From an optimization exercise on the open Yosys and OpenROAD flow, aimed at small area; shortcuts taken in it are not production practice.
Where RTL was checked, it was by simulation tests only, not by an equivalence proof against the original.
No functional check of the RTL was part of run 1.
In every run shown here, the design's own scripts or RTL, not TritonCTS, make the clock network.
The clock port is modelled as an ideal driver, which makes a skipped or thinned clock tree look cheaper than it is; a real chip needs a root buffer or a tree.

===== flow/design.v =====
`timescale 1 ns / 1 ps
module ame_sobel_filter #(
    parameter LINE_DATA_BITS = 7,
    parameter COMP_DATA_BITS = 8
) (
    input logic clk_i,
    input logic rst_n_i,
    input  logic comp_init_i,
    output logic comp_done_o,
    input logic [5:0] [LINE_DATA_BITS-1:0] line_data_i,
    output logic [3:0] [3:0] [COMP_DATA_BITS-1:0] comp_data_o
);
localparam logic [2:0] IDLE  = 3'b000;
localparam logic [2:0] COL_0 = 3'b001;
localparam logic [2:0] COL_1 = 3'b010;
localparam logic [2:0] COL_2 = 3'b100;
localparam logic [2:0] COL_3 = 3'b101;
localparam logic [2:0] COL_4 = 3'b110;
localparam logic [2:0] COL_5 = 3'b111;
logic [2:0] ctl_sta;
logic       comp_done;
logic sub_2;
logic sub_0;    
logic [41:0] line_bits;
logic [3:0] [COMP_DATA_BITS-1:0] comp_new;
logic [3:0] [3:0] [COMP_DATA_BITS-1:0] comp_data;
assign line_bits = line_data_i;
assign sub_2 = ctl_sta[2];
assign comp_done_o = comp_done;
assign comp_data_o = comp_data;
always_ff @(posedge clk_i or negedge rst_n_i)
begin
    if (!rst_n_i) begin
        ctl_sta   <= IDLE;
        comp_done <= 1'b0;
    end else begin
        case (ctl_sta)
            IDLE:    ctl_sta <= comp_init_i ? COL_0 : IDLE;
            COL_0:   ctl_sta <= COL_1;
            COL_1:   ctl_sta <= COL_2;
            COL_2:   ctl_sta <= COL_3;
            COL_3:   ctl_sta <= COL_4;
            COL_4:   ctl_sta <= COL_5;
            COL_5:   ctl_sta <= comp_init_i ? COL_0 : IDLE;
            default: ctl_sta <= IDLE;
        endcase
        comp_done <= (ctl_sta == COL_5);
    end
end
always_ff @(posedge clk_i)
begin
    sub_0 <= (ctl_sta == COL_3) || (ctl_sta == COL_4);
end
generate
    if (1) begin: row_0
        logic [7:0] na, nb;
        logic s0, s1, s2, s3, s4, s5, s6, s7, s8, s9, s10, s11, s12, s13, s14, s15, s16, s17, s18, s19, s20, s21, s22, s23, s24, s25, s26, s27, s28;
        logic c0, c1, c2, c3, c4, c5, c6, c7, c8, c9, c10, c11, c12, c13, c14, c15, c16, c17, c18, c19, c20, c21, c22, c23, c24, c25, c26, c27, c28;
        assign na = ~({8{sub_2}} & comp_data[0][2]);
        assign nb = ~({8{sub_0}} & comp_data[0][0]);
        assign s0 = na[0] ^ nb[0] ^ line_bits[0];
        assign c0 = (na[0] & nb[0]) | (na[0] & line_bits[0]) | (nb[0] & line_bits[0]);
        assign s1 = line_bits[14] ^ s0;
        assign c1 = line_bits[14] & s0;
        assign s2 = na[1] ^ nb[1] ^ 1'b1;
        assign c2 = (na[1] & nb[1]) | (na[1] & 1'b1) | (nb[1] & 1'b1);
        assign s3 = line_bits[7] ^ line_bits[1] ^ line_bits[15];
        assign c3 = (line_bits[7] & line_bits[1]) | (line_bits[7] & line_bits[15]) | (line_bits[1] & line_bits[15]);
        assign s4 = s2 ^ c0 ^ s3;
        assign c4 = (s2 & c0) | (s2 & s3) | (c0 & s3);
        assign s5 = c1 ^ s4;
        assign c5 = c1 & s4;
        assign s6 = na[2] ^ nb[2] ^ line_bits[8];
        assign c6 = (na[2] & nb[2]) | (na[2] & line_bits[8]) | (nb[2] & line_bits[8]);
        assign s7 = line_bits[2] ^ line_bits[16] ^ c2;
        assign c7 = (line_bits[2] & line_bits[16]) | (line_bits[2] & c2) | (line_bits[16] & c2);
        assign s8 = c3 ^ s6 ^ s7;
        assign c8 = (c3 & s6) | (c3 & s7) | (s6 & s7);
        assign s9 = c4 ^ s8 ^ c5;
        assign c9 = (c4 & s8) | (c4 & c5) | (s8 & c5);
        assign s10 = na[3] ^ nb[3] ^ line_bits[9];
        assign c10 = (na[3] & nb[3]) | (na[3] & line_bits[9]) | (nb[3] & line_bits[9]);
        assign s11 = line_bits[3] ^ line_bits[17] ^ c6;
        assign c11 = (line_bits[3] & line_bits[17]) | (line_bits[3] & c6) | (line_bits[17] & c6);
        assign s12 = c7 ^ s10 ^ c8;
        assign c12 = (c7 & s10) | (c7 & c8) | (s10 & c8);
        assign s13 = s11 ^ s12 ^ c9;
        assign c13 = (s11 & s12) | (s11 & c9) | (s12 & c9);
        assign s14 = na[4] ^ nb[4] ^ line_bits[10];
        assign c14 = (na[4] & nb[4]) | (na[4] & line_bits[10]) | (nb[4] & line_bits[10]);
        assign s15 = line_bits[4] ^ line_bits[18] ^ c10;
        assign c15 = (line_bits[4] & line_bits[18]) | (line_bits[4] & c10) | (line_bits[18] & c10);
        assign s16 = s14 ^ c11 ^ s15;
        assign c16 = (s14 & c11) | (s14 & s15) | (c11 & s15);
        assign s17 = c12 ^ s16 ^ c13;
        assign c17 = (c12 & s16) | (c12 & c13) | (s16 & c13);
        assign s18 = na[5] ^ nb[5] ^ line_bits[11];
        assign c18 = (na[5] & nb[5]) | (na[5] & line_bits[11]) | (nb[5] & line_bits[11]);
        assign s19 = line_bits[5] ^ line_bits[19] ^ c14;
        assign c19 = (line_bits[5] & line_bits[19]) | (line_bits[5] & c14) | (line_bits[19] & c14);
        assign s20 = s18 ^ c15 ^ s19;
        assign c20 = (s18 & c15) | (s18 & s19) | (c15 & s19);
        assign s21 = c16 ^ s20 ^ c17;
        assign c21 = (c16 & s20) | (c16 & c17) | (s20 & c17);
        assign s22 = na[6] ^ nb[6] ^ line_bits[12];
        assign c22 = (na[6] & nb[6]) | (na[6] & line_bits[12]) | (nb[6] & line_bits[12]);
        assign s23 = line_bits[6] ^ line_bits[20] ^ c18;
        assign c23 = (line_bits[6] & line_bits[20]) | (line_bits[6] & c18) | (line_bits[20] & c18);
        assign s24 = s22 ^ c19 ^ s23;
        assign c24 = (s22 & c19) | (s22 & s23) | (c19 & s23);
        assign s25 = c20 ^ s24 ^ c21;
        assign c25 = (c20 & s24) | (c20 & c21) | (s24 & c21);
        assign s26 = na[7] ^ nb[7] ^ line_bits[13];
        assign s27 = c22 ^ s26 ^ c23;
        assign s28 = c24 ^ s27 ^ c25;
        assign comp_new[0][0] = s1;
        assign comp_new[0][1] = s5;
        assign comp_new[0][2] = s9;
        assign comp_new[0][3] = s13;
        assign comp_new[0][4] = s17;
        assign comp_new[0][5] = s21;
        assign comp_new[0][6] = s25;
        assign comp_new[0][7] = s28;
    end
    if (1) begin: row_1
        logic [7:0] na, nb;
        logic s0, s1, s2, s3, s4, s5, s6, s7, s8, s9, s10, s11, s12, s13, s14, s15, s16, s17, s18, s19, s20, s21, s22, s23, s24, s25, s26, s27, s28;
        logic c0, c1, c2, c3, c4, c5, c6, c7, c8, c9, c10, c11, c12, c13, c14, c15, c16, c17, c18, c19, c20, c21, c22, c23, c24, c25, c26, c27, c28;
        assign na = ~({8{sub_2}} & comp_data[1][2]);
        assign nb = ~({8{sub_0}} & comp_data[1][0]);
        assign s0 = na[0] ^ nb[0] ^ line_bits[7];
        assign c0 = (na[0] & nb[0]) | (na[0] & line_bits[7]) | (nb[0] & line_bits[7]);
        assign s1 = line_bits[21] ^ s0;
        assign c1 = line_bits[21] & s0;
        assign s2 = na[1] ^ nb[1] ^ 1'b1;
        assign c2 = (na[1] & nb[1]) | (na[1] & 1'b1) | (nb[1] & 1'b1);
        assign s3 = line_bits[14] ^ line_bits[8] ^ line_bits[22];
        assign c3 = (line_bits[14] & line_bits[8]) | (line_bits[14] & line_bits[22]) | (line_bits[8] & line_bits[22]);
        assign s4 = s2 ^ c0 ^ s3;
        assign c4 = (s2 & c0) | (s2 & s3) | (c0 & s3);
        assign s5 = c1 ^ s4;
        assign c5 = c1 & s4;
        assign s6 = na[2] ^ nb[2] ^ line_bits[15];
        assign c6 = (na[2] & nb[2]) | (na[2] & line_bits[15]) | (nb[2] & line_bits[15]);
        assign s7 = line_bits[9] ^ line_bits[23] ^ c2;
        assign c7 = (line_bits[9] & line_bits[23]) | (line_bits[9] & c2) | (line_bits[23] & c2);
        assign s8 = c3 ^ s6 ^ s7;
        assign c8 = (c3 & s6) | (c3 & s7) | (s6 & s7);
        assign s9 = c4 ^ s8 ^ c5;
        assign c9 = (c4 & s8) | (c4 & c5) | (s8 & c5);
        assign s10 = na[3] ^ nb[3] ^ line_bits[16];
        assign c10 = (na[3] & nb[3]) | (na[3] & line_bits[16]) | (nb[3] & line_bits[16]);
        assign s11 = line_bits[10] ^ line_bits[24] ^ c6;
        assign c11 = (line_bits[10] & line_bits[24]) | (line_bits[10] & c6) | (line_bits[24] & c6);
        assign s12 = c7 ^ s10 ^ c8;
        assign c12 = (c7 & s10) | (c7 & c8) | (s10 & c8);
        assign s13 = s11 ^ s12 ^ c9;
        assign c13 = (s11 & s12) | (s11 & c9) | (s12 & c9);
        assign s14 = na[4] ^ nb[4] ^ line_bits[17];
        assign c14 = (na[4] & nb[4]) | (na[4] & line_bits[17]) | (nb[4] & line_bits[17]);
        assign s15 = line_bits[11] ^ line_bits[25] ^ c10;
        assign c15 = (line_bits[11] & line_bits[25]) | (line_bits[11] & c10) | (line_bits[25] & c10);
        assign s16 = s14 ^ c11 ^ s15;
        assign c16 = (s14 & c11) | (s14 & s15) | (c11 & s15);
        assign s17 = c12 ^ s16 ^ c13;
        assign c17 = (c12 & s16) | (c12 & c13) | (s16 & c13);
        assign s18 = na[5] ^ nb[5] ^ line_bits[18];
        assign c18 = (na[5] & nb[5]) | (na[5] & line_bits[18]) | (nb[5] & line_bits[18]);
        assign s19 = line_bits[12] ^ line_bits[26] ^ c14;
        assign c19 = (line_bits[12] & line_bits[26]) | (line_bits[12] & c14) | (line_bits[26] & c14);
        assign s20 = s18 ^ c15 ^ s19;
        assign c20 = (s18 & c15) | (s18 & s19) | (c15 & s19);
        assign s21 = c16 ^ s20 ^ c17;
        assign c21 = (c16 & s20) | (c16 & c17) | (s20 & c17);
        assign s22 = na[6] ^ nb[6] ^ line_bits[19];
        assign c22 = (na[6] & nb[6]) | (na[6] & line_bits[19]) | (nb[6] & line_bits[19]);
        assign s23 = line_bits[13] ^ line_bits[27] ^ c18;
        assign c23 = (line_bits[13] & line_bits[27]) | (line_bits[13] & c18) | (line_bits[27] & c18);
        assign s24 = s22 ^ c19 ^ s23;
        assign c24 = (s22 & c19) | (s22 & s23) | (c19 & s23);
        assign s25 = c20 ^ s24 ^ c21;
        assign c25 = (c20 & s24) | (c20 & c21) | (s24 & c21);
        assign s26 = na[7] ^ nb[7] ^ line_bits[20];
        assign s27 = c22 ^ s26 ^ c23;
        assign s28 = c24 ^ s27 ^ c25;
        assign comp_new[1][0] = s1;
        assign comp_new[1][1] = s5;
        assign comp_new[1][2] = s9;
        assign comp_new[1][3] = s13;
        assign comp_new[1][4] = s17;
        assign comp_new[1][5] = s21;
        assign comp_new[1][6] = s25;
        assign comp_new[1][7] = s28;
    end
    if (1) begin: row_2
        logic [7:0] na, nb;
        logic s0, s1, s2, s3, s4, s5, s6, s7, s8, s9, s10, s11, s12, s13, s14, s15, s16, s17, s18, s19, s20, s21, s22, s23, s24, s25, s26, s27, s28;
        logic c0, c1, c2, c3, c4, c5, c6, c7, c8, c9, c10, c11, c12, c13, c14, c15, c16, c17, c18, c19, c20, c21, c22, c23, c24, c25, c26, c27, c28;
        assign na = ~({8{sub_2}} & comp_data[2][2]);
        assign nb = ~({8{sub_0}} & comp_data[2][0]);
        assign s0 = na[0] ^ nb[0] ^ line_bits[14];
        assign c0 = (na[0] & nb[0]) | (na[0] & line_bits[14]) | (nb[0] & line_bits[14]);
        assign s1 = line_bits[28] ^ s0;
        assign c1 = line_bits[28] & s0;
        assign s2 = na[1] ^ nb[1] ^ 1'b1;
        assign c2 = (na[1] & nb[1]) | (na[1] & 1'b1) | (nb[1] & 1'b1);
        assign s3 = line_bits[21] ^ line_bits[15] ^ line_bits[29];
        assign c3 = (line_bits[21] & line_bits[15]) | (line_bits[21] & line_bits[29]) | (line_bits[15] & line_bits[29]);
        assign s4 = s2 ^ c0 ^ s3;
        assign c4 = (s2 & c0) | (s2 & s3) | (c0 & s3);
        assign s5 = c1 ^ s4;
        assign c5 = c1 & s4;
        assign s6 = na[2] ^ nb[2] ^ line_bits[22];
        assign c6 = (na[2] & nb[2]) | (na[2] & line_bits[22]) | (nb[2] & line_bits[22]);
        assign s7 = line_bits[16] ^ line_bits[30] ^ c2;
        assign c7 = (line_bits[16] & line_bits[30]) | (line_bits[16] & c2) | (line_bits[30] & c2);
        assign s8 = c3 ^ s6 ^ s7;
        assign c8 = (c3 & s6) | (c3 & s7) | (s6 & s7);
        assign s9 = c4 ^ s8 ^ c5;
        assign c9 = (c4 & s8) | (c4 & c5) | (s8 & c5);
        assign s10 = na[3] ^ nb[3] ^ line_bits[23];
        assign c10 = (na[3] & nb[3]) | (na[3] & line_bits[23]) | (nb[3] & line_bits[23]);
        assign s11 = line_bits[17] ^ line_bits[31] ^ c6;
        assign c11 = (line_bits[17] & line_bits[31]) | (line_bits[17] & c6) | (line_bits[31] & c6);
        assign s12 = c7 ^ s10 ^ c8;
        assign c12 = (c7 & s10) | (c7 & c8) | (s10 & c8);
        assign s13 = s11 ^ s12 ^ c9;
        assign c13 = (s11 & s12) | (s11 & c9) | (s12 & c9);
        assign s14 = na[4] ^ nb[4] ^ line_bits[24];
        assign c14 = (na[4] & nb[4]) | (na[4] & line_bits[24]) | (nb[4] & line_bits[24]);
        assign s15 = line_bits[18] ^ line_bits[32] ^ c10;
        assign c15 = (line_bits[18] & line_bits[32]) | (line_bits[18] & c10) | (line_bits[32] & c10);
        assign s16 = s14 ^ c11 ^ s15;
        assign c16 = (s14 & c11) | (s14 & s15) | (c11 & s15);
        assign s17 = c12 ^ s16 ^ c13;
        assign c17 = (c12 & s16) | (c12 & c13) | (s16 & c13);
        assign s18 = na[5] ^ nb[5] ^ line_bits[25];
        assign c18 = (na[5] & nb[5]) | (na[5] & line_bits[25]) | (nb[5] & line_bits[25]);
        assign s19 = line_bits[19] ^ line_bits[33] ^ c14;
        assign c19 = (line_bits[19] & line_bits[33]) | (line_bits[19] & c14) | (line_bits[33] & c14);
        assign s20 = s18 ^ c15 ^ s19;
        assign c20 = (s18 & c15) | (s18 & s19) | (c15 & s19);
        assign s21 = c16 ^ s20 ^ c17;
        assign c21 = (c16 & s20) | (c16 & c17) | (s20 & c17);
        assign s22 = na[6] ^ nb[6] ^ line_bits[26];
        assign c22 = (na[6] & nb[6]) | (na[6] & line_bits[26]) | (nb[6] & line_bits[26]);
        assign s23 = line_bits[20] ^ line_bits[34] ^ c18;
        assign c23 = (line_bits[20] & line_bits[34]) | (line_bits[20] & c18) | (line_bits[34] & c18);
        assign s24 = s22 ^ c19 ^ s23;
        assign c24 = (s22 & c19) | (s22 & s23) | (c19 & s23);
        assign s25 = c20 ^ s24 ^ c21;
        assign c25 = (c20 & s24) | (c20 & c21) | (s24 & c21);
        assign s26 = na[7] ^ nb[7] ^ line_bits[27];
        assign s27 = c22 ^ s26 ^ c23;
        assign s28 = c24 ^ s27 ^ c25;
        assign comp_new[2][0] = s1;
        assign comp_new[2][1] = s5;
        assign comp_new[2][2] = s9;
        assign comp_new[2][3] = s13;
        assign comp_new[2][4] = s17;
        assign comp_new[2][5] = s21;
        assign comp_new[2][6] = s25;
        assign comp_new[2][7] = s28;
    end
    if (1) begin: row_3
        logic [7:0] na, nb;
        logic s0, s1, s2, s3, s4, s5, s6, s7, s8, s9, s10, s11, s12, s13, s14, s15, s16, s17, s18, s19, s20, s21, s22, s23, s24, s25, s26, s27, s28;
        logic c0, c1, c2, c3, c4, c5, c6, c7, c8, c9, c10, c11, c12, c13, c14, c15, c16, c17, c18, c19, c20, c21, c22, c23, c24, c25, c26, c27, c28;
        assign na = ~({8{sub_2}} & comp_data[3][2]);
        assign nb = ~({8{sub_0}} & comp_data[3][0]);
        assign s0 = na[0] ^ nb[0] ^ line_bits[21];
        assign c0 = (na[0] & nb[0]) | (na[0] & line_bits[21]) | (nb[0] & line_bits[21]);
        assign s1 = line_bits[35] ^ s0;
        assign c1 = line_bits[35] & s0;
        assign s2 = na[1] ^ nb[1] ^ 1'b1;
        assign c2 = (na[1] & nb[1]) | (na[1] & 1'b1) | (nb[1] & 1'b1);
        assign s3 = line_bits[28] ^ line_bits[22] ^ line_bits[36];
        assign c3 = (line_bits[28] & line_bits[22]) | (line_bits[28] & line_bits[36]) | (line_bits[22] & line_bits[36]);
        assign s4 = s2 ^ c0 ^ s3;
        assign c4 = (s2 & c0) | (s2 & s3) | (c0 & s3);
        assign s5 = c1 ^ s4;
        assign c5 = c1 & s4;
        assign s6 = na[2] ^ nb[2] ^ line_bits[29];
        assign c6 = (na[2] & nb[2]) | (na[2] & line_bits[29]) | (nb[2] & line_bits[29]);
        assign s7 = line_bits[23] ^ line_bits[37] ^ c2;
        assign c7 = (line_bits[23] & line_bits[37]) | (line_bits[23] & c2) | (line_bits[37] & c2);
        assign s8 = c3 ^ s6 ^ s7;
        assign c8 = (c3 & s6) | (c3 & s7) | (s6 & s7);
        assign s9 = c4 ^ s8 ^ c5;
        assign c9 = (c4 & s8) | (c4 & c5) | (s8 & c5);
        assign s10 = na[3] ^ nb[3] ^ line_bits[30];
        assign c10 = (na[3] & nb[3]) | (na[3] & line_bits[30]) | (nb[3] & line_bits[30]);
        assign s11 = line_bits[24] ^ line_bits[38] ^ c6;
        assign c11 = (line_bits[24] & line_bits[38]) | (line_bits[24] & c6) | (line_bits[38] & c6);
        assign s12 = c7 ^ s10 ^ c8;
        assign c12 = (c7 & s10) | (c7 & c8) | (s10 & c8);
        assign s13 = s11 ^ s12 ^ c9;
        assign c13 = (s11 & s12) | (s11 & c9) | (s12 & c9);
        assign s14 = na[4] ^ nb[4] ^ line_bits[31];
        assign c14 = (na[4] & nb[4]) | (na[4] & line_bits[31]) | (nb[4] & line_bits[31]);
        assign s15 = line_bits[25] ^ line_bits[39] ^ c10;
        assign c15 = (line_bits[25] & line_bits[39]) | (line_bits[25] & c10) | (line_bits[39] & c10);
        assign s16 = s14 ^ c11 ^ s15;
        assign c16 = (s14 & c11) | (s14 & s15) | (c11 & s15);
        assign s17 = c12 ^ s16 ^ c13;
        assign c17 = (c12 & s16) | (c12 & c13) | (s16 & c13);
        assign s18 = na[5] ^ nb[5] ^ line_bits[32];
        assign c18 = (na[5] & nb[5]) | (na[5] & line_bits[32]) | (nb[5] & line_bits[32]);
        assign s19 = line_bits[26] ^ line_bits[40] ^ c14;
        assign c19 = (line_bits[26] & line_bits[40]) | (line_bits[26] & c14) | (line_bits[40] & c14);
        assign s20 = s18 ^ c15 ^ s19;
        assign c20 = (s18 & c15) | (s18 & s19) | (c15 & s19);
        assign s21 = c16 ^ s20 ^ c17;
        assign c21 = (c16 & s20) | (c16 & c17) | (s20 & c17);
        assign s22 = na[6] ^ nb[6] ^ line_bits[33];
        assign c22 = (na[6] & nb[6]) | (na[6] & line_bits[33]) | (nb[6] & line_bits[33]);
        assign s23 = line_bits[27] ^ line_bits[41] ^ c18;
        assign c23 = (line_bits[27] & line_bits[41]) | (line_bits[27] & c18) | (line_bits[41] & c18);
        assign s24 = s22 ^ c19 ^ s23;
        assign c24 = (s22 & c19) | (s22 & s23) | (c19 & s23);
        assign s25 = c20 ^ s24 ^ c21;
        assign c25 = (c20 & s24) | (c20 & c21) | (s24 & c21);
        assign s26 = na[7] ^ nb[7] ^ line_bits[34];
        assign s27 = c22 ^ s26 ^ c23;
        assign s28 = c24 ^ s27 ^ c25;
        assign comp_new[3][0] = s1;
        assign comp_new[3][1] = s5;
        assign comp_new[3][2] = s9;
        assign comp_new[3][3] = s13;
        assign comp_new[3][4] = s17;
        assign comp_new[3][5] = s21;
        assign comp_new[3][6] = s25;
        assign comp_new[3][7] = s28;
    end
    for (genvar r = 0; r < 4; r++) begin: shift_block
        always_ff @(posedge clk_i)
        begin
            comp_data[r][3] <= comp_new[r];
            comp_data[r][2] <= comp_data[r][3];
            comp_data[r][1] <= comp_data[r][2];
            comp_data[r][0] <= comp_data[r][1];
        end
    end
endgenerate
endmodule

===== flow/flow/run.sh =====
#!/bin/bash
# The standard layout, with four changes:
#  - after the standard synthesis, flow/dp.py rewrites the four adder trees
#    that feed the shift registers as explicit full/half adder cells, ordered
#    by arrival time, and flow/pol2.py re-picks the polarity of full adders
#    and gates to drop inverters (registers untouched). Yosys proves the new
#    netlist equivalent to the standard one; if the proof fails the standard
#    netlist is kept;
#  - the port buffers are the smallest buffer;
#  - the clock tree is two levels of buffers built by flow/mycts.tcl: a root
#    buffer on the clock port and one leaf buffer per cluster of registers.
set -u
export BUFFER_PORTS_ARGS="-buffer_cell sky130_fd_sc_hd__buf_1"
export PRE_CTS_TCL="$(pwd)/flow/mycts.tcl"
LIB=$FLOW_HOME/platforms/sky130hd/lib/sky130_fd_sc_hd__tt_025C_1v80.lib
R=orfs/results/sky130hd/ame_sobel_filter/base

bash standard.sh synth > synth.log 2>&1 || exit 1

cp $R/1_2_yosys.v std_netlist.v

equiv() {
    yosys -p "read_liberty -ignore_miss_func $LIB; read_verilog std_netlist.v; rename $FLOW_TOP gold; read_verilog $1; rename $FLOW_TOP gate; flatten; rename -hide gate/w:_* gate/w:*.*; async2sync; opt_clean; equiv_make gold gate eq; hierarchy -top eq; equiv_simple -undef; equiv_induct -undef; equiv_status -assert" > equiv_$1.log 2>&1
}

use=std_netlist.v
if python3 flow/dp.py std_netlist.v dp_netlist.v > dp.log 2>&1 && equiv dp_netlist.v; then
    use=dp_netlist.v
fi
if python3 flow/pol2.py $LIB $use pol_netlist.v > pol.log 2>&1 && equiv pol_netlist.v; then
    use=pol_netlist.v
fi
echo "using $use" >> pol.log
if [ $use != std_netlist.v ]; then
    cp $use $R/1_2_yosys.v
    touch $R/1_2_yosys.v
fi

bash standard.sh > standard.log 2>&1

===== flow/flow/dp.py =====
#!/usr/bin/env python3
"""Rebuild the adder trees of the Sobel filter in a mapped netlist.

The standard synthesis maps the four adder trees (one per row, feeding the D
pins of the newest stage of each row's shift register, comp_data[32r+24..31])
through ABC, which reorders the full adders without knowing when their inputs
arrive. This script removes the gates that only feed those D pins and writes
the same sums back as explicit sky130 cells: per row

    new = a + 2b + c + ~(sub_2 & q2) + ~(sub_0 & q0) + 2      (mod 256)

with a, b, c the row's three pixels, q2 = comp_data[r][2], q0 = comp_data[r][0],
sub_2 = ctl_sta[2] and sub_0 = ctl_sta[2] & ctl_sta[1] or, if the RTL
registers it, the register sub_0 (see the RTL). The bits
of each column are reduced with full and half adders, the earliest-arriving
first and the latest on the fast carry-in pin; the top column is an xor chain.
Registers, their names and cell types are left as they are. The caller proves
the result equivalent to the input netlist.

usage: dp.py IN.v OUT.v
"""
import re, sys, collections

INF, OUTF = sys.argv[1:3]
P = 'sky130_fd_sc_hd__'
src = open(INF).read()
m = re.search(r'^\s*sky130_fd_sc_hd__\w+\s', src, re.M)
head, body_end = src[:m.start()], src.rindex('endmodule')
body = src[m.start():body_end]
cell_re = re.compile(r'\s*(sky130_fd_sc_hd__\w+)\s+(\\\S+\s|\S+)\s*\((.*?)\);', re.S)
pin_re = re.compile(r'\.(\w+)\(\s*((?:\\\S+\s)|[^()\s]*)\s*\)')
cells = []
pos = 0
for cm in cell_re.finditer(body):
    assert body[pos:cm.start()].strip() == '', body[pos:cm.start()]
    pos = cm.end()
    cells.append([cm.group(1), cm.group(2).strip(), [(p, n.strip()) for p, n in pin_re.findall(cm.group(3))]])
assert body[pos:].strip() == ''
assert 'assign' not in head

OUTS = {'X', 'Y', 'Q', 'Q_N', 'SUM', 'COUT', 'HI', 'LO'}
isff = lambda t: re.match(P + r'(df|sdf|edf)', t) is not None
byname = {c[1]: i for i, c in enumerate(cells)}
driver = {}
loads = collections.defaultdict(list)
for i, c in enumerate(cells):
    for p, n in c[2]:
        if p in OUTS:
            driver[n] = i
        else:
            loads[n].append(i)

def flop(name):
    return cells[byname[name]]
def pin(c, p):
    return dict(c[2])[p]

# state bits by their Q net names
qnet_state = {}
for c in cells:
    if isff(c[0]):
        q = pin(c, 'Q')
        mm = re.fullmatch(r'\\ctl_sta\[(\d)\]', q)
        if mm:
            qnet_state[int(mm.group(1))] = q
assert set(qnet_state) == {0, 1, 2}, qnet_state

def cd(n):
    return flop(f'\\comp_data[{n}]$_DFF_P_')

targets = {}   # flop index -> (row, bit)
for r in range(4):
    for b in range(8):
        targets[byname[f'\\comp_data[{32*r+24+b}]$_DFF_P_']] = (r, b)

# cone of the target D pins, stopping at flops and ports
cone = set()
stack = [pin(cells[i], 'D') for i in targets]
seen = set()
while stack:
    n = stack.pop()
    if n in seen:
        continue
    seen.add(n)
    d = driver.get(n)
    if d is None or isff(cells[d][0]):
        continue
    cone.add(d)
    for p, x in cells[d][2]:
        if p not in OUTS:
            stack.append(x)
# keep cone cells that also feed something outside the cone, with their fan-in
keep = set()
for i in cone:
    for p, n in cells[i][2]:
        if p in OUTS and any(l not in cone and l not in targets for l in loads[n]):
            keep.add(i)
stack = list(keep)
while stack:
    i = stack.pop()
    for p, n in cells[i][2]:
        if p in OUTS:
            continue
        d = driver.get(n)
        if d is not None and d in cone and d not in keep:
            keep.add(d); stack.append(d)
remove = cone - keep

# ---- new cells
new_cells = []
new_wires = []
cnt = [0]
def net():
    cnt[0] += 1
    w = f'_dpn_{cnt[0]}_'
    new_wires.append(w)
    return w
def add(t, pins):
    cnt[0] += 1
    new_cells.append([P + t, f'_dpc_{cnt[0]}_', pins])

FA_S_AB, FA_S_C, FA_C_AB, FA_C_C = 0.48, 0.40, 0.42, 0.36
HA_S, HA_C, XOR2, XNOR_OR = 0.22, 0.18, 0.15, 0.20
TIN, TG = 1.15, 0.9

s2, s1 = qnet_state[2], qnet_state[1]
sub0_reg = [pin(c, 'Q') for c in cells if isff(c[0]) and pin(c, 'Q') in ('sub_0', '\\sub_0')]
if sub0_reg:
    sub0 = sub0_reg[0]
else:
    sub0 = net()
    add('and2_1', [('A', s2), ('B', s1), ('X', sub0)])

for r in range(4):
    cols = [[] for _ in range(8)]
    px = lambda k, i: f'line_data_i[{7*(r+k)+i}]'
    for i in range(7):
        cols[i].append((TIN, px(0, i)))
        cols[i + 1].append((TIN, px(1, i)))
        cols[i].append((TIN, px(2, i)))
    for i in range(8):
        q2 = pin(cd(32*r + 16 + i), 'Q')
        q0 = pin(cd(32*r + i), 'Q')
        na, nb = net(), net()
        add('nand2_1', [('A', s2), ('B', q2), ('Y', na)])
        add('nand2_1', [('A', sub0), ('B', q0), ('Y', nb)])
        cols[i].append((TG, na))
        cols[i].append((TG, nb))
    const_one = [False] * 8
    const_one[1] = True
    out = []
    for i in range(8):
        col = cols[i]
        if const_one[i]:
            # x + y + 1: sum = xnor(x, y), carry = x | y
            col.sort()
            (tx, x), (ty, y) = col[:2]
            del col[:2]
            s, c = net(), net()
            add('xnor2_1', [('A', x), ('B', y), ('Y', s)])
            add('or2_1', [('A', x), ('B', y), ('X', c)])
            t = max(tx, ty) + XNOR_OR
            col.append((t, s)); cols[i + 1].append((t, c))
        while len(col) > 1:
            col.sort()
            if i == 7:
                (tx, x), (ty, y) = col[:2]
                del col[:2]
                s = net()
                add('xor2_1', [('A', x), ('B', y), ('X', s)])
                col.append((max(tx, ty) + XOR2, s))
            elif len(col) >= 3:
                (tx, x), (ty, y), (tz, z) = col[:3]
                del col[:3]
                s, c = net(), net()
                add('fa_1', [('A', x), ('B', y), ('CIN', z), ('COUT', c), ('SUM', s)])
                col.append((max(tx + FA_S_AB, ty + FA_S_AB, tz + FA_S_C), s))
                cols[i + 1].append((max(tx + FA_C_AB, ty + FA_C_AB, tz + FA_C_C), c))
            else:
                (tx, x), (ty, y) = col[:2]
                del col[:2]
                s, c = net(), net()
                add('ha_1', [('A', x), ('B', y), ('COUT', c), ('SUM', s)])
                t = max(tx, ty)
                col.append((t + HA_S, s)); cols[i + 1].append((t + HA_C, c))
        out.append(col[0])
    sys.stderr.write(f'dp.py: row {r} bits ready at ' + ' '.join(f'{t:.2f}' for t, _ in out) + '\n')
    for i in range(8):
        fi = byname[f'\\comp_data[{32*r+24+i}]$_DFF_P_']
        cells[fi][2] = [(p, out[i][1] if p == 'D' else n) for p, n in cells[fi][2]]

def fmt(n):
    return n + ' ' if n.startswith('\\') else n
outl = [head]
for w in new_wires:
    outl.append(f'  wire {w};\n')
for i, c in enumerate(cells):
    if i in remove:
        continue
    pins = ',\n'.join(f'    .{p}({fmt(n)})' for p, n in c[2])
    outl.append(f'  {c[0]} {fmt(c[1])} (\n{pins}\n  );\n')
for c in new_cells:
    pins = ',\n'.join(f'    .{p}({fmt(n)})' for p, n in c[2])
    outl.append(f'  {c[0]} {c[1]} (\n{pins}\n  );\n')
outl.append(src[body_end:])
open(OUTF, 'w').write(''.join(outl))
sys.stderr.write(f'dp.py: removed {len(remove)} cells, kept {len(keep)} shared, added {len(new_cells)}\n')

===== flow/flow/mycts.tcl =====
# Replaces clock_tree_synthesis with a two-level clock tree: one root buffer
# on the clock port driving one leaf buffer per cluster of registers, the
# clusters found by k-means on the register positions. Sourced as PRE_CTS_TCL.
rename clock_tree_synthesis orfs_clock_tree_synthesis
proc clock_tree_synthesis { args } {
  set leaf_cell [expr { [info exists ::env(MYCTS_LEAF)] ? $::env(MYCTS_LEAF) : "sky130_fd_sc_hd__clkbuf_8" }]
  set root_cell [expr { [info exists ::env(MYCTS_ROOT)] ? $::env(MYCTS_ROOT) : "sky130_fd_sc_hd__clkbuf_8" }]
  set per_leaf  [expr { [info exists ::env(MYCTS_PER_LEAF)] ? $::env(MYCTS_PER_LEAF) : 15 }]
  set db [ord::get_db]
  set block [ord::get_db_block]
  set clk_name [get_name [lindex [get_property [lindex [all_clocks] 0] sources] 0]]
  set clk_net [$block findNet $clk_name]
  # sinks: every instance pin on the clock net
  set sinks {}
  foreach it [$clk_net getITerms] {
    set bb [[$it getInst] getBBox]
    lappend sinks [list $it [expr { ([$bb xMin] + [$bb xMax]) / 2.0 }] [expr { ([$bb yMin] + [$bb yMax]) / 2.0 }]]
  }
  set n [llength $sinks]
  set k [expr { max(1, int(ceil(double($n) / $per_leaf))) }]
  # k-means, seeded along the sorted x positions
  set sorted [lsort -real -index 1 $sinks]
  set cx {}; set cy {}
  for { set i 0 } { $i < $k } { incr i } {
    set s [lindex $sorted [expr { int(($i + 0.5) * $n / $k) }]]
    lappend cx [lindex $s 1]; lappend cy [lindex $s 2]
  }
  for { set iter 0 } { $iter < 30 } { incr iter } {
    set sx [lrepeat $k 0.0]; set sy [lrepeat $k 0.0]; set sn [lrepeat $k 0]
    # balanced assignment: nearest free cluster, closest pairs first
    set cap [expr { int(ceil(double($n) / $k)) }]
    set pairs {}
    set j 0
    foreach s $sinks {
      for { set i 0 } { $i < $k } { incr i } {
        lappend pairs [list $j $i [expr { abs([lindex $s 1] - [lindex $cx $i]) + abs([lindex $s 2] - [lindex $cy $i]) }]]
      }
      incr j
    }
    set assign [lrepeat $n -1]
    foreach pr [lsort -real -index 2 $pairs] {
      lassign $pr j i d
      if { [lindex $assign $j] >= 0 || [lindex $sn $i] >= $cap } { continue }
      lset assign $j $i
      set s [lindex $sinks $j]
      lset sx $i [expr { [lindex $sx $i] + [lindex $s 1] }]
      lset sy $i [expr { [lindex $sy $i] + [lindex $s 2] }]
      lset sn $i [expr { [lindex $sn $i] + 1 }]
    }
    for { set i 0 } { $i < $k } { incr i } {
      if { [lindex $sn $i] > 0 } {
        lset cx $i [expr { [lindex $sx $i] / [lindex $sn $i] }]
        lset cy $i [expr { [lindex $sy $i] / [lindex $sn $i] }]
      }
    }
  }
  # root buffer at the centre of the leaves
  set rx 0.0; set ry 0.0
  for { set i 0 } { $i < $k } { incr i } { set rx [expr { $rx + [lindex $cx $i] / $k }]; set ry [expr { $ry + [lindex $cy $i] / $k }] }
  set root [odb::dbInst_create $block [$db findMaster $root_cell] clkbuf_root_$clk_name]
  $root setLocation [expr { int($rx) }] [expr { int($ry) }]
  $root setPlacementStatus PLACED
  set root_net [odb::dbNet_create $block clknet_root_$clk_name]
  $root_net setSigType CLOCK
  [$root findITerm A] connect $clk_net
  [$root findITerm X] connect $root_net
  set leaf_nets {}
  for { set i 0 } { $i < $k } { incr i } {
    set leaf [odb::dbInst_create $block [$db findMaster $leaf_cell] clkbuf_leaf_${i}_$clk_name]
    $leaf setLocation [expr { int([lindex $cx $i]) }] [expr { int([lindex $cy $i]) }]
    $leaf setPlacementStatus PLACED
    set net [odb::dbNet_create $block clknet_leaf_${i}_$clk_name]
    $net setSigType CLOCK
    [$leaf findITerm A] connect $root_net
    [$leaf findITerm X] connect $net
    lappend leaf_nets $net
  }
  foreach s $sinks a $assign {
    set it [lindex $s 0]
    $it disconnect
    $it connect [lindex $leaf_nets $a]
  }
  puts "mycts: $n sinks, $k leaf buffers ($leaf_cell), root $root_cell"
  set_propagated_clock [all_clocks]
}

===== flow/flow/pol2.py =====
#!/usr/bin/env python3
"""Re-pick the polarity of cells in a flat, mapped netlist to drop inverters.

A full adder is self-dual: inverting all three inputs inverts both outputs.
A simple gate has a twin in the library with the inverted output (and2/nand2,
a21o/a21oi, xor2/xnor2, ...). Synthesis leaves inverters around fa cells and
between gates that flipping some of them removes. This script drops the
netlist's inverters, then picks for each fa cell whether to flip it and for
each gate which twin to use, so that the area of the gates plus the inverters
still needed is smallest (a local search), and writes the netlist back with
one inverter per net that still needs an inverted copy. xor3/xnor3 cells
become fa cells (smaller) with the carry left open. Registers are not touched.

usage: pol2.py LIB IN.v OUT.v
"""
import re, sys, random, itertools

LIBF, INF, OUTF = sys.argv[1:4]
P = 'sky130_fd_sc_hd__'

# ---- library: area, pins and functions of simple one-output cells
lib = open(LIBF).read()
area, func, inpins, outpin = {}, {}, {}, {}
for cm in re.finditer(r'\n\s*cell\s*\(\s*"?(\w+)"?\s*\)\s*\{', lib):
    name = cm.group(1)
    end = lib.find('\n    cell (', cm.end())
    end = len(lib) if end < 0 else end
    blk = lib[cm.end():end]
    am = re.search(r'\barea\s*:\s*([\d.]+)', blk)
    if am:
        area[name] = float(am.group(1))
    if 'ff (' in blk or 'latch (' in blk or 'statetable' in blk:
        continue
    ins, outs = [], []
    for pm in re.finditer(r'\n\s*pin\s*\(\s*"?(\w+)"?\s*\)\s*\{(.*?)\n\s{8}\}', blk, re.S):
        pb = pm.group(2)
        d = re.search(r'direction\s*:\s*"?(\w+)', pb)
        if not d:
            continue
        if d.group(1) == 'input':
            ins.append(pm.group(1))
        elif d.group(1) == 'output':
            f = re.search(r'function\s*:\s*"([^"]*)"', pb)
            outs.append((pm.group(1), f.group(1) if f else None))
    if len(outs) == 1 and outs[0][1] and 1 <= len(ins) <= 5:
        inpins[name] = sorted(ins)
        outpin[name] = outs[0][0]
        func[name] = outs[0][1]

def to_py(e):
    toks = re.findall(r"[A-Za-z_]\w*|[!&|+^()']|\S", e)
    out = []
    prev = None   # previous token kind: 'v' for a value end, 'o' for an operator
    for t in toks:
        if re.fullmatch(r"[A-Za-z_]\w*", t) or t == '(' or t == '!':
            if prev == 'v':
                out.append(' and ')
            out.append({'!': ' not ', '(': '('}.get(t, t))
            prev = 'o' if t in '!(' else 'v'
        elif t == ')':
            out.append(')'); prev = 'v'
        elif t == "'":
            out.insert(len(out) - 1, ' not ') if False else out.append('')
            raise ValueError('postfix not')
        else:
            out.append({'&': ' and ', '|': ' or ', '+': ' or ', '^': ' != '}[t]); prev = 'o'
    return ''.join(out)

def truth(name):
    e = to_py(func[name])
    ins = inpins[name]
    tt = 0
    for k, vals in enumerate(itertools.product([0, 1], repeat=len(ins))):
        env = dict(zip(ins, [bool(v) for v in vals]))
        if eval(e, {}, env):
            tt |= 1 << k
    return tt

def usable(n):
    return n.startswith(P) and 'lpflow' not in n and 'probe' not in n and re.search(r'_[01]$', n)

twin = {}
sig = {}
for n in func:
    if not usable(n):
        continue
    try:
        sig[n] = (tuple(inpins[n]), truth(n))
    except Exception:
        pass
bysig = {}
for n, s in sig.items():
    bysig.setdefault(s, []).append(n)
for n, (pins, tt) in sig.items():
    full = (1 << (1 << len(pins))) - 1
    cands = bysig.get((pins, tt ^ full), [])
    if cands:
        twin[n] = min(cands, key=lambda c: (area[c], c))

# ---- netlist
src = open(INF).read()
m = re.search(r'^\s*sky130_fd_sc_hd__\w+\s', src, re.M)
head, body_end = src[:m.start()], src.rindex('endmodule')
body = src[m.start():body_end]
cell_re = re.compile(r'\s*(sky130_fd_sc_hd__\w+)\s+(\S+)\s*\((.*?)\);', re.S)
pin_re = re.compile(r'\.(\w+)\(\s*((?:\\\S+\s)|[^()\s]*)\s*\)')
cells = []
pos = 0
for cm in cell_re.finditer(body):
    assert body[pos:cm.start()].strip() == '', body[pos:cm.start()]
    pos = cm.end()
    pins = [(p, n.strip()) for p, n in pin_re.findall(cm.group(3))]
    cells.append([cm.group(1), cm.group(2), pins])
assert body[pos:].strip() == ''
assert 'assign' not in head

OUTS = {'X', 'Y', 'Q', 'Q_N', 'SUM', 'COUT', 'HI', 'LO'}
ports = set()
for pm in re.finditer(r'^\s*output\s+(\[(\d+):(\d+)\]\s+)?(\S+);', head, re.M):
    if pm.group(1):
        hi, lo = int(pm.group(2)), int(pm.group(3))
        for i in range(min(hi, lo), max(hi, lo) + 1):
            ports.add(f'{pm.group(4)}[{i}]')
    else:
        ports.add(pm.group(4))

def short(t):
    return t[len(P):]
isinv = lambda t: re.fullmatch(r'inv_\d+', short(t)) is not None
isfa = lambda t: re.fullmatch(r'fa_\d+', short(t)) is not None

# xor3/xnor3 -> fa with open carry; xnor3 needs its output inverted
base_pol = {}
for i, c in enumerate(cells):
    s = short(c[0])
    if re.fullmatch(r'x(n?)or3_1', s) and not any(n in ports for p, n in c[2]):
        d = dict(c[2])
        neg = s.startswith('xnor')
        c[0] = P + 'fa_1'
        c[2] = [('A', d['A']), ('B', d['B']), ('CIN', d['C']), ('COUT', ''), ('SUM', d['X'])]
        base_pol[i] = 1 if neg else 0

inv_of = {}
for c in cells:
    if isinv(c[0]):
        d = dict(c[2])
        if d['Y'] not in ports:
            inv_of[d['Y']] = d['A']

def resolve(n):
    p = 0
    while n in inv_of:
        n = inv_of[n]; p ^= 1
    return n, p

driver = {}
for i, c in enumerate(cells):
    for p, n in c[2]:
        if p in OUTS and n:
            driver[n] = i

live = [i for i, c in enumerate(cells) if not (isinv(c[0]) and dict(c[2])['Y'] in inv_of)]
def drives_port(c):
    return any(p in OUTS and n in ports for p, n in c[2])
FA = [i for i in live if isfa(cells[i][0]) and not drives_port(cells[i])]
GATE = [i for i in live if cells[i][0] in twin and not drives_port(cells[i]) and not isinv(cells[i][0])]
FAset, GATEset = set(FA), set(GATE)

loads = []  # (cell, pin index, root, pol)
for i in live:
    for k, (p, n) in enumerate(cells[i][2]):
        if p in OUTS:
            continue
        r, pol = resolve(n)
        loads.append((i, k, r, pol))
byroot = {}
for L in loads:
    byroot.setdefault(L[2], []).append(L)

const = lambda r: re.fullmatch(r"1'h[01]", r) is not None
INV_A = area[P + 'inv_1']

def srcflip(f, r):
    s = driver.get(r)
    return f.get(s, 0) ^ base_pol.get(s, 0) if s is not None else 0

def need(f, L):
    i, k, r, pol = L
    return pol ^ srcflip(f, r) ^ (f[i] if i in FAset else 0)

def gate_area(f, i):
    return area[twin[cells[i][0]]] if f[i] else area[cells[i][0]]

def total(f):
    a = 0.0
    needs = set()
    for L in loads:
        if need(f, L) and not const(L[2]):
            needs.add(L[2])
    a += INV_A * len(needs)
    for i in GATE:
        a += gate_area(f, i)
    return a

f = {i: 0 for i in FA + GATE}
start = total(f)
best, bestf = start, dict(f)
rng = random.Random(1)
var = FA + GATE
for restart in range(12):
    if restart:
        f = dict(bestf)
        for i in var:
            if rng.random() < 0.3:
                f[i] ^= 1
    cur = total(f)
    improved = True
    while improved:
        improved = False
        for i in var:
            f[i] ^= 1
            c2 = total(f)
            if c2 < cur - 1e-9:
                cur = c2; improved = True
            else:
                f[i] ^= 1
    if cur < best - 1e-9:
        best, bestf = cur, dict(f)
f = bestf

# ---- rewrite
newinv = {}
def inverted(r):
    if const(r):
        return "1'h1" if r.endswith('0') else "1'h0"
    if r not in newinv:
        newinv[r] = f'_polinv_{len(newinv)}_'
    return newinv[r]

for L in loads:
    i, k, r, pol = L
    p = cells[i][2][k][0]
    cells[i][2][k] = (p, inverted(r) if need(f, L) else r)
for i in GATE:
    if f[i]:
        old, new = cells[i][0], twin[cells[i][0]]
        op, np_ = outpin[old], outpin[new]
        cells[i][0] = new
        cells[i][2] = [(np_ if p == op else p, n) for p, n in cells[i][2]]

ninv_before = sum(1 for c in cells if isinv(c[0]))
sys.stderr.write(f'pol2.py: area of gates and removable inverters {start:.1f} -> {best:.1f}; '
                 f'{len(FA)} fa, {len(GATE)} gates; {len(inv_of)} inverters -> {len(newinv)}\n')

def fmt(n):
    return n + ' ' if n.startswith('\\') else n
out = [head]
for w in newinv.values():
    out.append(f'  wire {w};\n')
for i in live:
    c = cells[i]
    pins = ',\n'.join(f'    .{p}({fmt(n)})' for p, n in c[2])
    out.append(f'  {c[0]} {c[1]} (\n{pins}\n  );\n')
for r, w in newinv.items():
    out.append(f'  {P}inv_1 _polinv_cell_{w[8:-1]}_ (\n    .A({fmt(r)}),\n    .Y({w})\n  );\n')
out.append(src[body_end:])
open(OUTF, 'w').write(''.join(out))

===== flow/standard.sh =====
#!/bin/bash
# synth_recipe.tcl (not shown) runs the flow's synth.tcl, then flattens the netlist and writes it again
# the make line also repeats each setting of config.mk as NAME=value (left out here)
make -C /OpenROAD-flow-scripts/flow DESIGN_CONFIG=/design/flow/config.mk WORK_HOME=/design/flow/orfs CLKGATE_MAP_FILE= SYNTH_SCRIPT=/design/flow/synth_recipe.tcl "${@:-finish}"

===== flow/config.mk =====
export PLATFORM = sky130hd
export DESIGN_NAME = ame_sobel_filter
export DESIGN_NICKNAME = ame_sobel_filter
export VERILOG_FILES = /design/flow/design.v
export SDC_FILE = /design/flow/constraint.sdc
export NUM_CORES = 4
export LEC_CHECK = 0
export CAP_MARGIN = 20
export CORE_MARGIN = 2
export CORE_UTILIZATION = 60
export SLEW_MARGIN = 20

===== flow/constraint.sdc =====
create_clock -name core_clock -period 5.0 [get_ports {clk_i}]
set_input_delay 1.0000 -clock core_clock [delete_from_list [all_inputs] [get_ports {clk_i}]]
set_output_delay 1.0000 -clock core_clock [all_outputs]
set_load 0.01 [all_outputs]

==> insert_results.sql, run 1 <==
INSERT INTO impl_metrics (metric_group, metric, value, unit) VALUES
('outcome', 'status', 'complete, no violations', ''),
('cts', 'post_cts.repair.setup_buffers', '0', ''),
('sta', 'setup_total_negative_slack', '0', 'ns'),
('critical_path', 'r2r-start', 'sub_0$_DFF_P_', ''),
('floorplan', 'floorplan.io_pins', '174', ''),
('drt', 'drt_pass1_iterations', '4', ''),
('floorplan', 'chipHeight', '97.2', 'um'),
('drt', 'vias', '3055', ''),
('cts', 'ctsResizeCount', '0', ''),
('global_routing', 'grt_usage', '21.1', '%'),
('global_routing', 'grt_pass1_vias', '3184', ''),
('flow_run', 'drv.max_cap_violation_count', '0', ''),
('drt', 'post-route-drc-count', '0', ''),
('global_routing', 'globalRouteOverflowTotal', '0', ''),
('floorplan', 'placeableCoreArea', '0.00830', 'mm^2'),
('global_routing', 'largest_net_degree_at_the_start_of_global_routing', '21', ''),
('min_path', 'launch_instance_of_the_worst_min_delay_path', 'comp_data[109]$_DFF_P_', ''),
('drt', 'first_iter_violations', '57', ''),
('sta', 'tightestPinTransition', '0.516', 'ns'),
('critical_path', 'reg2reg_depth', '11', ''),
('global_routing', 'grt_pass1_wl', '16100', 'um'),
('floorplan', 'start_util', '62.8', '%'),
('critical_path', 'reg2reg_setup_slack', '0.61', 'ns'),
('floorplan', 'design.die.area', '0.00945', 'mm^2'),
('yosys', 'syn-instance-count', '343', ''),
('sta', 'final_worst_path_period_need', '4.39', 'ns'),
('sta', 'timing_max_transition_violations_final', '0', ''),
('cts', 'clk_pin_slew', '0.09', 'ns'),
('sta', 'fin_worst_skew', '0.0132', 'ns'),
('min_path', 'holdPathStages', '0', ''),
('floorplan', 'floorplan.rows', '33', ''),
('sta', 'tcrit_tclk_final', '87.8', '%'),
('finish', 'ratio_of_cells_with_drive_above_1_in_the_final_layout', '3.02', '%'),
('critical_path', 'r2r-end', 'comp_data[31]$_DFF_P_', ''),
('drt', 'mean_routed_wirelength_per_cell', '15.4', 'um'),
('sta', 'finalSetupViolCount', '0', ''),
('drt', 'ant_nets', '0', ''),
('finish', 'final_nets', '676', ''),
('yosys', 'avgSynthCellArea', '15.2', 'um^2'),
('sta', 'grt_setup_unrepaired', 'false', ''),
('min_path', 'worst_hold_path.endpoint', 'comp_data[101]$_DFF_P_', ''),
('yosys', 'yosysWarnings', '1', ''),
('finish', 'synthToLayoutAreaGrowth', '18.2', '%'),
('cts', 'cts-hold-fix-buffers', '0', ''),
('critical_path', 'timing.setup.critical_path_class', 'flip-flop to flip-flop', ''),
('floorplan', 'fp.dieW', '97.2', 'um'),
('critical_path', 'worstSetupEndpointType', 'flip-flop', ''),
('placed_design', 'routability_congestion', '0.805', ''),
('critical_path', 'timing.critical_path.from_type', 'flip-flop', ''),
('critical_path', 'worstPathMaxFanout', '11', ''),
('sta', 'max_slew_margin', '65.6', '%'),
('global_routing', 'grt_antenna_before_repair', '0', ''),
('placed_design', 'io_buffer_count', '173', ''),
('yosys', 'netlist_area', '0.00521', 'mm^2'),
('sta', 'hold_viol', '0', ''),
('min_path', 'hold_path.class', 'flip-flop to flip-flop', ''),
('critical_path', 'worst_ep_required_time', '5.27', 'ns'),
('sta', 'fmax', '228', 'MHz'),
('finish', 'postLayoutCoreUtil', '74.3', '%'),
('drt', 'drt_wl_total', '9780', 'um'),
('critical_path', 'critical_path_arrival', '4.66', 'ns'),
('drt', 'avgViaCountPerCell', '4.82', ''),
('cts', 'worst_skew_pair.late_latency', '0.39', 'ns'),
('finish', 'antennaDiodeCount', '0', ''),
('yosys', 'synth.net_count', '488', ''),
('placed_design', 'hpwlAfterDp', '8030', 'um');
==> through the flow <==
| stage | setup slack, ns | area (um^2) | hold WS [ns] | instances |
|---|---|---|---|---|
| final | 0.608 | 6160 | 0.353 | 634 |
| after global routing | 0.401 | 6160 | 0.358 | 634 |
| after detailed placement | 0.354 | 6020 | 0.334 | 624 |
| after floorplan | 0.606 | 5210 | 0.382 | 343 |
| after CTS | 0.590 | 6160 | 0.351 | 634 |
| after global placement | 0.422 | 6020 | 0.330 | 624 |
==> how the worst max path moves through the flow <==
| stage | from | end | slack, ns | depth (start not counted) |
|---|---|---|---|---|
| after global placement | line_data_i[15] | comp_data[95]$_DFF_P_ | 0.42 | 10 |
| final | sub_0$_DFF_P_ | comp_data[31]$_DFF_P_ | 0.61 | 11 |
| after CTS | sub_0$_DFF_P_ | comp_data[31]$_DFF_P_ | 0.59 | 11 |
| after global routing | sub_0$_DFF_P_ | comp_data[31]$_DFF_P_ | 0.40 | 11 |
| after detailed placement | line_data_i[15] | comp_data[31]$_DFF_P_ | 0.35 | 10 |
| after floorplan | sub_0$_DFF_P_ | comp_data[127]$_DFF_P_ | 0.61 | 11 |
==> state kept, by name (all words and copies together) (netlist names), named ones only <==
register,cells
sub_0,1
comp_data,128
comp_done,1
ctl_sta,2
==> area by class of cell <==
| cell class | instances | area [um^2] |
|---|---|---|
| sequential | 133 | 2680 |
| buffer | 10 | 138 |
| tap | 105 | 131 |
| timing repair buffer | 179 | 694 |
| multi-input combinational | 207 | 2520 |
| fill | 582 | 2140 |
==> per-layer routing <==
layer / routed length, um / global-route usage (%) / part of all wire [%]
met1: 4160 / 30.3 / 43
met2: 4740 / 35.8 / 48
met3: 710 / 2.81 / 7.3
met4: 166 / 2.93 / 1.7
met5: 0 / 0 / 0
==> critical path, cell delays in order (launching register included) <==
cell	delay [ns]
sky130_fd_sc_hd__dfxtp_1	0.65
sky130_fd_sc_hd__nand2_1	0.16
sky130_fd_sc_hd__xnor2_1	0.19
sky130_fd_sc_hd__fa_1	0.57
sky130_fd_sc_hd__fa_1	0.42
sky130_fd_sc_hd__ha_1	0.21
sky130_fd_sc_hd__fa_1	0.38
sky130_fd_sc_hd__fa_1	0.38
sky130_fd_sc_hd__fa_1	0.38
sky130_fd_sc_hd__fa_1	0.40
sky130_fd_sc_hd__fa_1	0.38
sky130_fd_sc_hd__xor2_1	0.15
==> cell usage in the layout (no fill, tap or decap), types with 4 or more instances in the layout <==
cell                       instances
sky130_fd_sc_hd__nand2_1          67
sky130_fd_sc_hd__ha_1              8
sky130_fd_sc_hd__or2_1             4
sky130_fd_sc_hd__xor2_1           25
sky130_fd_sc_hd__dfxtp_1         129
sky130_fd_sc_hd__clkbuf_8         10
sky130_fd_sc_hd__dfrtp_1           4
sky130_fd_sc_hd__xnor2_1           4
sky130_fd_sc_hd__fa_1             92
sky130_fd_sc_hd__buf_4             6
sky130_fd_sc_hd__buf_1           173
==> run 2, diff against run 1 <==
--- a/flow/design.v
+++ b/flow/design.v
@@ -20,12 +20,13 @@
 logic [2:0] ctl_sta;
 logic       comp_done;
 logic sub_2;
-logic sub_0;    
+logic sub_0;
 logic [41:0] line_bits;
 logic [3:0] [COMP_DATA_BITS-1:0] comp_new;
 logic [3:0] [3:0] [COMP_DATA_BITS-1:0] comp_data;
 assign line_bits = line_data_i;
 assign sub_2 = ctl_sta[2];
+assign sub_0 = ctl_sta[2] & ctl_sta[1];
 assign comp_done_o = comp_done;
 assign comp_data_o = comp_data;
 always_ff @(posedge clk_i or negedge rst_n_i)
@@ -47,10 +48,6 @@
         comp_done <= (ctl_sta == COL_5);
     end
 end
-always_ff @(posedge clk_i)
-begin
-    sub_0 <= (ctl_sta == COL_3) || (ctl_sta == COL_4);
-end
 generate
     if (1) begin: row_0
         logic [7:0] na, nb;
--- a/flow/flow/dp.py
+++ b/flow/flow/dp.py
@@ -10,8 +10,7 @@
     new = a + 2b + c + ~(sub_2 & q2) + ~(sub_0 & q0) + 2      (mod 256)
 
 with a, b, c the row's three pixels, q2 = comp_data[r][2], q0 = comp_data[r][0],
-sub_2 = ctl_sta[2] and sub_0 = ctl_sta[2] & ctl_sta[1] or, if the RTL
-registers it, the register sub_0 (see the RTL). The bits
+sub_2 = ctl_sta[2] and sub_0 = ctl_sta[2] & ctl_sta[1] (see the RTL). The bits
 of each column are reduced with full and half adders, the earliest-arriving
 first and the latest on the fast carry-in pin; the top column is an xor chain.
 Registers, their names and cell types are left as they are. The caller proves
@@ -124,12 +123,8 @@
 TIN, TG = 1.15, 0.9
 
 s2, s1 = qnet_state[2], qnet_state[1]
-sub0_reg = [pin(c, 'Q') for c in cells if isff(c[0]) and pin(c, 'Q') in ('sub_0', '\\sub_0')]
-if sub0_reg:
-    sub0 = sub0_reg[0]
-else:
-    sub0 = net()
-    add('and2_1', [('A', s2), ('B', s1), ('X', sub0)])
+sub0 = net()
+add('and2_1', [('A', s2), ('B', s1), ('X', sub0)])
 
 for r in range(4):
     cols = [[] for _ in range(8)]
==> insert_results.sql, run 2 <==
INSERT INTO impl_metrics (metric_group, metric, value, unit) VALUES
('finish', 'most_common_cell_after_layout_fill_and_taps_aside', 'sky130_fd_sc_hd__buf_1', ''),
('sta', 'timing.hold.ws', '0.340', 'ns'),
('floorplan', 'design.die.area', '0.00942', 'mm^2'),
('finish', 'ratio_of_cells_with_drive_above_1_in_the_final_layout', '2.67', '%'),
('yosys', 'synth.net_count', '488', ''),
('min_path', 'hold_path.class', 'flip-flop to flip-flop', ''),
('sta', 'setup_total_negative_slack', '0', 'ns'),
('floorplan', 'floorplan.rows', '33', ''),
('cts', 'clk_pin_slew', '0.10', 'ns'),
('finish', 'largest_reg_flops', '128', ''),
('global_routing', 'grt_pass1_wl', '16300', 'um'),
('global_routing', 'grt_pass1_vias', '3276', ''),
('sta', 'tcrit_tclk_final', '90.7', '%'),
('drt', 'first_iter_violations', '31', ''),
('outcome', 'status', 'complete, no violations', ''),
('drt', 'ant_nets', '0', ''),
('sta', 'final_worst_path_period_need', '4.53', 'ns'),
('critical_path', 'timing.setup.critical_path_class', 'flip-flop to flip-flop', ''),
('drt', 'drt_wl_total', '9800', 'um'),
('finish', 'fillcell_total', '623', ''),
('floorplan', 'placeableCoreArea', '0.00830', 'mm^2'),
('placed_design', 'routability_congestion', '0.812', ''),
('cts', 'cts-hold-fix-buffers', '0', ''),
('finish', 'final_nets', '671', ''),
('sta', 'finalSetupViolCount', '0', ''),
('sta', 'fmax', '221', 'MHz'),
('critical_path', 'timing.critical_path.from_type', 'flip-flop', ''),
('finish', 'regMostFlops', 'comp_data', ''),
('critical_path', 'worst_ep_required_time', '5.28', 'ns'),
('cts', 'post_cts.repair.setup_buffers', '0', ''),
('critical_path', 'critical_path_arrival', '4.82', 'ns');
## run 2: worst paths after layout
| path | from | to | slack, ns | cells after the start |
|---|---|---|---|---|
| setup reg to reg | ctl_sta[1]$_DFF_PN0_ | comp_data[31]$_DFF_P_ | 0.47 | 12 |
| hold reg to reg | comp_data[40]$_DFF_P_ | comp_data[32]$_DFF_P_ | 0.34 | 0 |
| setup / recovery | ctl_sta[1]$_DFF_PN0_ | comp_data[31]$_DFF_P_ | 0.47 | 12 |
| min in group asynchronous | rst_n_i | comp_done$_DFF_PN0_ | 0.42 | 1 |
| hold / removal | comp_data[40]$_DFF_P_ | comp_data[32]$_DFF_P_ | 0.34 | 0 |
| max in group asynchronous | rst_n_i | ctl_sta[0]$_DFF_PN0_ | 4.40 | 1 |
## run 2: area by class of cell
class | count | area, um^2 | area share [%]
sequential | 132 | 2660 | 43.6
timing repair buffer | 176 | 672 | 11.0
buffer | 10 | 138 | 2.25
multi-input combinational | 206 | 2510 | 41.0
tap | 105 | 131 | 2.15
## run 2: worst max-delay path: stages, from the launching register on
cell,delay (ns)
sky130_fd_sc_hd__dfrtp_1,0.45
sky130_fd_sc_hd__and2_2,0.39
sky130_fd_sc_hd__nand2_1,0.13
sky130_fd_sc_hd__xnor2_1,0.18
sky130_fd_sc_hd__fa_1,0.56
sky130_fd_sc_hd__fa_1,0.41
sky130_fd_sc_hd__ha_1,0.20
sky130_fd_sc_hd__fa_1,0.38
sky130_fd_sc_hd__fa_1,0.39
sky130_fd_sc_hd__fa_1,0.40
sky130_fd_sc_hd__fa_1,0.40
sky130_fd_sc_hd__fa_1,0.38
sky130_fd_sc_hd__xor2_1,0.15
## run 2: routing by layer
layer  global-route usage [%]  share of wire [%]  up-vias  wire length (um)
li1                         -                  -     1406                 -
met2                     36.3                 49      126              4760
met3                     4.77                8.2       20               800
met5                        0                  0        -                 0
met4                     3.90                2.4        0               235
met1                     29.1                 41     1510              4010
## run 2: stage by stage
stage | util, % | worst slack, ns | area [um^2]
floorplan | - | 0.115 | 5190
global placement | 72.0 | 0.437 | 5970
detailed placement | 72.0 | 0.343 | 5970
CTS | 73.6 | 0.434 | 6110
global route | 73.6 | 0.214 | 6110
finish | 73.6 | 0.466 | 6110

[afterwards: timing with drivers on the ports]
No port has a modelled driver above. Below, the same layouts with a new extraction and two added sets of constraints.
Step 1, drivers: a clkbuf_16 drives clk_i and a buf_2 each remaining input, both assumed.
Step 2 also shifts input and output timing later by t, the mid clock arrival at the registers, as if the neighbouring blocks saw the same clock.
Slacks: no drivers / after step 1 / after step 2; pairs: no drivers / after step 1.
run	t, ns	slack for setup (ns)	worst setup path at the end	worst data-port slew with drivers (ns)	cell pins on the clock port's net
run 1	0.414	0.608 / 0.608 / 0.377	input to register	0.05	1
run 2	0.423	0.466 / 0.466 / 0.362	input to register	0.04	1
After both steps every run listed still meets setup and hold. For run 1, which loses most, drivers alone change the setup slack by 0.000 ns; drivers and shift together by -0.231 ns.
